Context: an optimization exercise on an open-source flow, tuned for small area. The choices shown serve that exercise and are no tape-out recipe. The RTL was checked by simulation tests, not by an equivalence proof against the original design. Power is estimated from default activity; no workload was simulated.

$ cat flow/design.v
module DSP48A1_Project_reg (clk,enable,rst,in,out);
	parameter REGISTER=1;  
	parameter RSTTYPE="SYNC";
	parameter WIDTH=18;
	input clk,enable,rst;
	input [WIDTH-1:0] in;
	output reg [WIDTH-1:0] out;
	generate
		if (REGISTER==0) begin
			always @(*) begin
				out=in;
			end
		end
		else if (RSTTYPE=="ASYNC") begin
			always @(posedge clk or posedge rst) begin
				if(rst) begin
					out<=0;
				end
				else if (enable) begin
					out<=in;
				end
			end
		end
		else begin
			always @(posedge clk) begin
				if(enable) begin
					if (rst) begin
						out<=0;
					end
					else begin
						out<=in;
					end
				end
			end
		end
	endgenerate
endmodule
module DSP48A1_Project (a,b,d,c,carryin,m,p,carryout,carryoutf,clk,opmode,cea,ceb,cec,cecarryin,ced,cem,ceopmode,cep,rsta,rstb,rstc,rstcarryin,rstd,rstm,rstopmode,rstp,bcin,bcout,pcin,pcout);
	parameter A0REG=0;
	parameter A1REG=1;
	parameter B0REG=0;
	parameter B1REG=1;
	parameter CREG=1;
	parameter DREG=1;
	parameter MREG=1;
	parameter PREG=1;
	parameter CARRYINREG=1;
	parameter CARRYOUTREG=1;
	parameter OPMODEREG=1;
	parameter CARRYINSEL="OPMODE5";  
	parameter B_INPUT="DIRECT";  
	parameter RSTTYPE="SYNC";  
	input [17:0]a,b,d;
	input [47:0]c;
	input carryin;
	output [35:0]m;
	output [47:0]p;
	output carryout,carryoutf;
	input clk;
	input [7:0]opmode;
	input cea,ceb,cec,cecarryin,ced,cem,ceopmode,cep;  
	input rsta,rstb,rstc,rstcarryin,rstd,rstm,rstopmode,rstp;  
	input [17:0]bcin;
	output [17:0]bcout;
	input [47:0]pcin;
	output [47:0]pcout;
	wire [17:0]wa0,wa1,wb0,wb1,wd;
	wire [47:0]wc;
	wire wcarryin;
	wire [7:0]wopmode;
	wire [17:0] Pre_Adder_Subtractor;
	wire [47:0] Post_Adder_Subtractor;
	wire wcarryout_prev;
	wire [35:0] wm;
	wire [17:0] b00;
	wire carryin00;
	wire [35:0] wm00;
	assign wm00=(wa1 * wb1);
	reg [47:0] X,Z;
	DSP48A1_Project_reg #(.WIDTH(18), .REGISTER(A0REG), .RSTTYPE(RSTTYPE)) duta0 (clk,cea,rsta,a,wa0);
	DSP48A1_Project_reg #(.WIDTH(18), .REGISTER(A1REG), .RSTTYPE(RSTTYPE)) duta1 (clk,cea,rsta,wa0,wa1);
	DSP48A1_Project_reg #(.WIDTH(18), .REGISTER(B0REG), .RSTTYPE(RSTTYPE)) dutb0 (clk,ceb,rstb,b00,wb0);
	DSP48A1_Project_reg #(.WIDTH(18), .REGISTER(B1REG), .RSTTYPE(RSTTYPE)) dutb1 (clk,ceb,rstb,((wopmode[4])?Pre_Adder_Subtractor:wb0),wb1);
	DSP48A1_Project_reg #(.WIDTH(18), .REGISTER(DREG), .RSTTYPE(RSTTYPE)) dutd (clk,ced,rstd,d,wd);
	DSP48A1_Project_reg #(.WIDTH(48), .REGISTER(CREG), .RSTTYPE(RSTTYPE)) dutc (clk,cec,rstc,c,wc);
	DSP48A1_Project_reg #(.WIDTH(1), .REGISTER(CARRYINREG), .RSTTYPE(RSTTYPE)) dutcarryin (clk,cecarryin,rstcarryin,carryin00,wcarryin);
	DSP48A1_Project_reg #(.WIDTH(36), .REGISTER(MREG), .RSTTYPE(RSTTYPE)) dutm (clk,cem,rstm,wm00,wm);
	DSP48A1_Project_reg #(.WIDTH(8), .REGISTER(OPMODEREG), .RSTTYPE(RSTTYPE)) dutopmode (clk,ceopmode,rstopmode,opmode,wopmode);
	DSP48A1_Project_reg #(.WIDTH(48), .REGISTER(PREG), .RSTTYPE(RSTTYPE)) dutP (clk,cep,rstp,Post_Adder_Subtractor,p);
	DSP48A1_Project_reg #(.WIDTH(1), .REGISTER(CARRYOUTREG), .RSTTYPE(RSTTYPE)) dutacarryout (clk,cecarryin,rstcarryin,wcarryout_prev,carryout);
	assign b00=(B_INPUT=="DIRECT")? b:(B_INPUT=="CASCADE")? bcin: 0;
	assign carryin00=(CARRYINSEL=="OPMODE5")? wopmode[5]:(CARRYINSEL=="CARRYIN")? carryin: 0;
	assign Pre_Adder_Subtractor=(wopmode[6])?(wd - wb0):(wd + wb0);
	assign {wcarryout_prev,Post_Adder_Subtractor}=(wopmode[7])?(Z - (X + wcarryin)):(Z + X + wcarryin);
	assign carryoutf=carryout;
	assign pcout=p;
	assign bcout=wb1;
	genvar i;
	generate
		for (i = 0;i <36;i=i+1) begin
			buf (m[i],wm[i]);
		end
	endgenerate
	always @(*) begin
		case (wopmode[1:0])
			2'b00:X=0;
			2'b01:X=wm;
			2'b10:X=p;
			2'b11:X={d[11:0],a[17:0],b[17:0]};
		endcase
	end
	always @(*) begin
		case (wopmode[3:2])
			2'b00:Z=0;
			2'b01:Z=pcin;
			2'b10:Z=p;
			2'b11:Z=wc;
		endcase
	end
endmodule
$ cat flow/run.sh
#!/bin/bash
# synth_recipe.tcl (not shown) runs the flow's synth.tcl, then flattens the netlist and writes it again
# the make line also repeats each setting of config.mk as NAME=value (left out here)
make -C /OpenROAD-flow-scripts/flow DESIGN_CONFIG=/design/flow/config.mk WORK_HOME=/design/flow/orfs CLKGATE_MAP_FILE= SYNTH_SCRIPT=/design/flow/synth_recipe.tcl finish
$ cat flow/config.mk
export PLATFORM = sky130hd
export DESIGN_NAME = DSP48A1_Project
export DESIGN_NICKNAME = DSP48A1_Project
export VERILOG_FILES = /design/flow/design.v
export SDC_FILE = /design/flow/constraint.sdc
export NUM_CORES = 4
export LEC_CHECK = 0
export CAP_MARGIN = 20
export CORE_MARGIN = 2
export CORE_UTILIZATION = 40
export SLEW_MARGIN = 20
$ cat flow/constraint.sdc
create_clock -name core_clock -period 7.0 [get_ports {clk}]
set_input_delay 1.4000 -clock core_clock [delete_from_list [all_inputs] [get_ports {clk}]]
set_output_delay 1.4000 -clock core_clock [all_outputs]
set_load 0.01 [all_outputs]
==> summary.txt <==
Status
  • Status: finished clean

Route
  • Met2 Wirelength: 39.93 mm
  • Met3 wire len: 5.934 mm
  • Routed WL: 85.90 mm
  • DRC violations left: 0
  • Max Used Layer: met5
  • DRT Pass-1 Iters: 7
  • Routed wire per std cell: approximately 21 um
  • DRT iter0 DRCs: roughly 1500
  • Vias: 22210
  • DRT met1 WL: 37.20 mm
  • Routed vias/inst: 5.345
  • Antenna Nets Post-Route: 0

Synth
  • Cell variety after synth: 91
  • Synth area leaders: edfxtp_1 (21%), fa_1 (19%), ha_1 (12%)
  • Area of the mapped netlist: around 0.028 mm^2
  • Total of warnings raised by yosys: 7
  • Avg Inst Size Synth: ~9.1 um^2
  • Sequential share of the synthesized area: 0.2135
  • Area leader, netlist: edfxtp_1
  • Yosys top cell area share: 0.2135
  • Post-Syn Instances: 3026
  • Number of flops mapped to enable cells by yosys: 196
  • #FFs+latches synth: around 200
  • Ys flop type: edfxtp_1
  • Asr flop ratio synth: 0
  • Syn nets: about 3700

Clock network
  • Worst-path clk slew: 0.09 ns
  • CTS Buffer Depth: 2
  • Max H-tree Level: 4
  • Clock latency (worst-skew pair): 0.52 ns
  • CTS tree: done
  • Hold-fix buffers, CTS: 0
  • Clock sinks: around 200
  • CTS Buf Count: 17
  • Root Buffer: clkbuf_16

Floorplan
  • Core ar.: just under 0.07 mm^2
  • Initial Util: 0.4033
  • Top Ports: ~350
  • Die Wd: 266.5 um
  • Die height: 266.5 um
  • FP Rows: 96
  • Die area: approximately 0.071 mm^2

Place
  • IO Port Bufs: around 330
  • Cell total after placement: 4118
  • Gp weighted congestion: a little over 0.9
  • Cell Area, Placed: 0.03155 mm^2
  • Place WS: 0.3057 ns
  • DP Wirelength: 70.32 mm

Power
  • PD cells: a little over 500 mW/mm^2
  • Clk pwr share: 0.067
  • Combinational power share: 0.808
  • Share of power burned in registers: 0.125
  • Peak supply drop: between 0.6 and 0.7 mV
  • Pleak: 14.58 nW
  • Psw: between 8 and 9 mW
  • Total power: 16.46 mW
  • Net Sw Frac: 0.5345
  • P_int: ~7.7 mW

Worst setup path
  • Crit path DAT: 6.95 ns
  • Worst R2R Setup Slack: 0.30 ns
  • Crit path max fanout: 10
  • CP Launch Type: flip-flop
  • Crit Path Class: flip-flop to flip-flop
  • RR Startpoint: dutb1.out[7]
  • Reg2reg path depth: 22
  • CP required: 7.24 ns
  • CP endpoint kind: flip-flop
  • Worst r2r dst: dutm.out[30]

Timing
  • Period utilization: 0.9575
  • Final WS setup: 0.2974 ns
  • Relative slew slack: 0.2846
  • RSZ-0062 raised after global routing: false
  • Hold Fails Final Rpt: 0
  • Slew Viols, Final: 0
  • Setup Skew: 0.02415 ns
  • Crit path time final: 6.703 ns
  • Worst slew pin tran: roughly 1.1 ns
  • Fin Setup TNS: 0 ns
  • Final setup viols: 0
  • Achievable Freq: 149.2 MHz

Global route
  • Largest net degree at the start of global routing: 55
  • Via count of the first global-routing pass: 22280
  • Gr usage total: 0.2435
  • Grt ovf: 0
  • Initial antenna violation count: 4
  • First-pass GRT wire length: 131.2 mm

Min path
  • HP Start: dutopmode.out[5]
  • Hold EP: dutcarryin.out
  • Hold Path Cell Cnt: 1
  • Hold Path Class: flip-flop to flip-flop

Layout
  • Area growth syn-to-layout: 16.77%
  • Final #Nets: 3980
  • Post-Layout Cell Count: 4155
  • Fin area: ~0.032 mm^2
  • Share of cells above drive strength 1: 0.06726

Run
  • Max-cap violations: 0
-- worst max path at each step --
stage	slack [ns]	start	end
finish	0.30	dutb1.out[7]	dutm.out[30]
global route	0.04	dutb1.out[5]	dutm.out[34]
CTS	0.26	dutb1.out[6]	dutm.out[30]
detailed placement	0.31	dutb1.out[6]	dutm.out[30]
global placement	0.28	dutb1.out[6]	dutm.out[30]
floorplan	0.62	duta1.out[9]	dutm.out[30]
-- routing by layer --
| layer | GRT usage | vias up |
|---|---|---|
| li1 | - | 10480 |
| met1 | 0.3261 | 10850 |
| met2 | 0.3943 | 747 |
| met3 | 0.04382 | 131 |
| met4 | 0.08685 | 2 |
| met5 | 0 | - |
-- flip-flops by register name, summed over array words and instances (netlist names) --
signal            cells
dutP.out             48
duta1.out            18
dutacarryout.out      1
dutb1.out            18
dutc.out             48
dutcarryin.out        1
dutd.out             18
dutm.out             36
dutopmode.out         8
-- power groups by stage --
stage | Clock [mW] | Combinational, mW | Sequential (mW)
after global placement | 0 | 13.2 | 2.10
final | 1.09 | 13.3 | 2.06
after global routing | 1.15 | 14.9 | 2.09
after detailed placement | 0 | 13.1 | 2.10
after CTS | 1.11 | 13.3 | 2.07
after floorplan | 0 | 9.18 | 2.01
-- per-stage QoR --
stage          hold slack (ns)    util
3_5_place_dp            0.5236  0.4616
5_1_grt                 0.5716  0.4709
3_3_place_gp            0.5138  0.4616
2_1_floorplan           0.5091       -
4_1_cts                 0.5461  0.4706
6_report                0.5482  0.4709
-- cell usage after synthesis, types with 5 or more instances --
master	number
a211oi_1	24
a21o_1	59
a21oi_1	152
a221o_1	6
a22o_1	60
a22oi_1	25
a311oi_1	5
a31oi_1	22
and2_1	140
and3_1	14
buf_1	16
buf_4	50
clkbuf_1	111
edfxtp_1	196
fa_1	261
ha_1	267
inv_1	453
mux2_2	86
mux2i_1	32
nand2_1	289
nand2b_1	16
nand3_1	23
nand4_1	21
nor2_1	176
nor2b_1	132
nor3_1	32
nor4_1	10
o211ai_1	11
o21a_1	9
o21ai_0	55
o21ai_1	7
o21bai_1	22
o22ai_1	11
o31ai_1	6
xnor2_1	81
xor2_1	55
-- worst max-delay path, stage by stage, from the launching register on --
cell and delay, ns:
edfxtp_1 0.61, and2_1 0.25, fa_1 0.50, inv_1 0.05, fa_1 0.46, fa_1 0.50, fa_1 0.56, inv_1 0.06
fa_1 0.50, inv_1 0.06, fa_1 0.47, inv_1 0.04, ha_1 0.28, a21o_1 0.20, nor3_1 0.13, a22oi_1 0.09
a41o_1 0.28, a2111o_1 0.49, a41oi_2 0.33, nor2_1 0.11, a31oi_1 0.21, xor2_1 0.19, nor2_1 0.06
-- repair_timing --
action                                  in CTS  in global routing
setup buffers                                0                  3
endpoints found under the setup margin       0                  1
resized for setup                            0                  0
-- placed cells by master, fill, tap and decap left out, drive strengths merged, types with 6 or more instances in the layout --
master / n
and2: 140
o21bai: 22
xnor2: 81
clkbuf: 17
nor3: 33
nor2b: 132
nor2: 177
a211oi: 26
nand2b: 16
a22oi: 25
nor4: 10
nand3: 23
mux2i: 32
edfxtp: 196
a21o: 59
o21ai: 65
o21a: 9
buf: 69
and3: 15
inv: 466
fa: 261
xor2: 55
a31oi: 22
a221o: 7
o22ai: 11
ha: 267
o31ai: 10
a22o: 60
a21boi: 6
o211ai: 12
nand2: 289
a311oi: 7
a21oi: 152
clkdlybuf4s50: 321
nand4: 21
mux2: 87
-- logic make-up after synthesis --
kind of cell | count (synthesis) | synth area share
compound gates | 538 | 0.1368
xor+xnor | 136 | 0.04322
fa+ha+maj | 528 | 0.3108
buf+inv | 632 | 0.09288
flops | 196 | 0.2135
mux | 119 | 0.04717
simple gates | 877 | 0.1556
-- layout make-up --
type                            instances  area [um^2]
Fill cell                            6579        36160
Multi-Input combinational cell       2198        19130
Sequential cell                       196         5886
Timing Repair Buffer                  390         3744
Inverter                              455         1708
Tap cell                              882         1104
Clock buffer                           17        425.4
Clock inverter                         15        186.4
Antenna cell                            2        5.005

-- static timing again, ports no longer ideal --
The results above use ideal ports. As a check the final layout listed here was re-extracted and re-timed, cells and wires unchanged. Step 1 assumes that a clkbuf_16 drives the clock port and a buf_2 every other input. Step 2 adds t to the input delays and takes it off the output delays; t is the mean of the earliest and latest rising clock arrival at the registers after step 1. Input paths then give back, and output paths get back, about the clock's delay inside the block. a / b / c = ideal ports / drivers / drivers and shift; a / b = the first two.
shift t [ns]: 0.569
setup WS [ns]: 0.297 / 0.297 / 0.297
hold slack, ns: 0.548 / 0.548 / 0.548
worst setup path at the end: register to register
slew at the worst register clock pin (ns): 0.10 / 0.10
After both steps this run still meets setup and hold. The setup slack of this run moves by 0.000 ns with the drivers and by 0.000 ns with both steps.
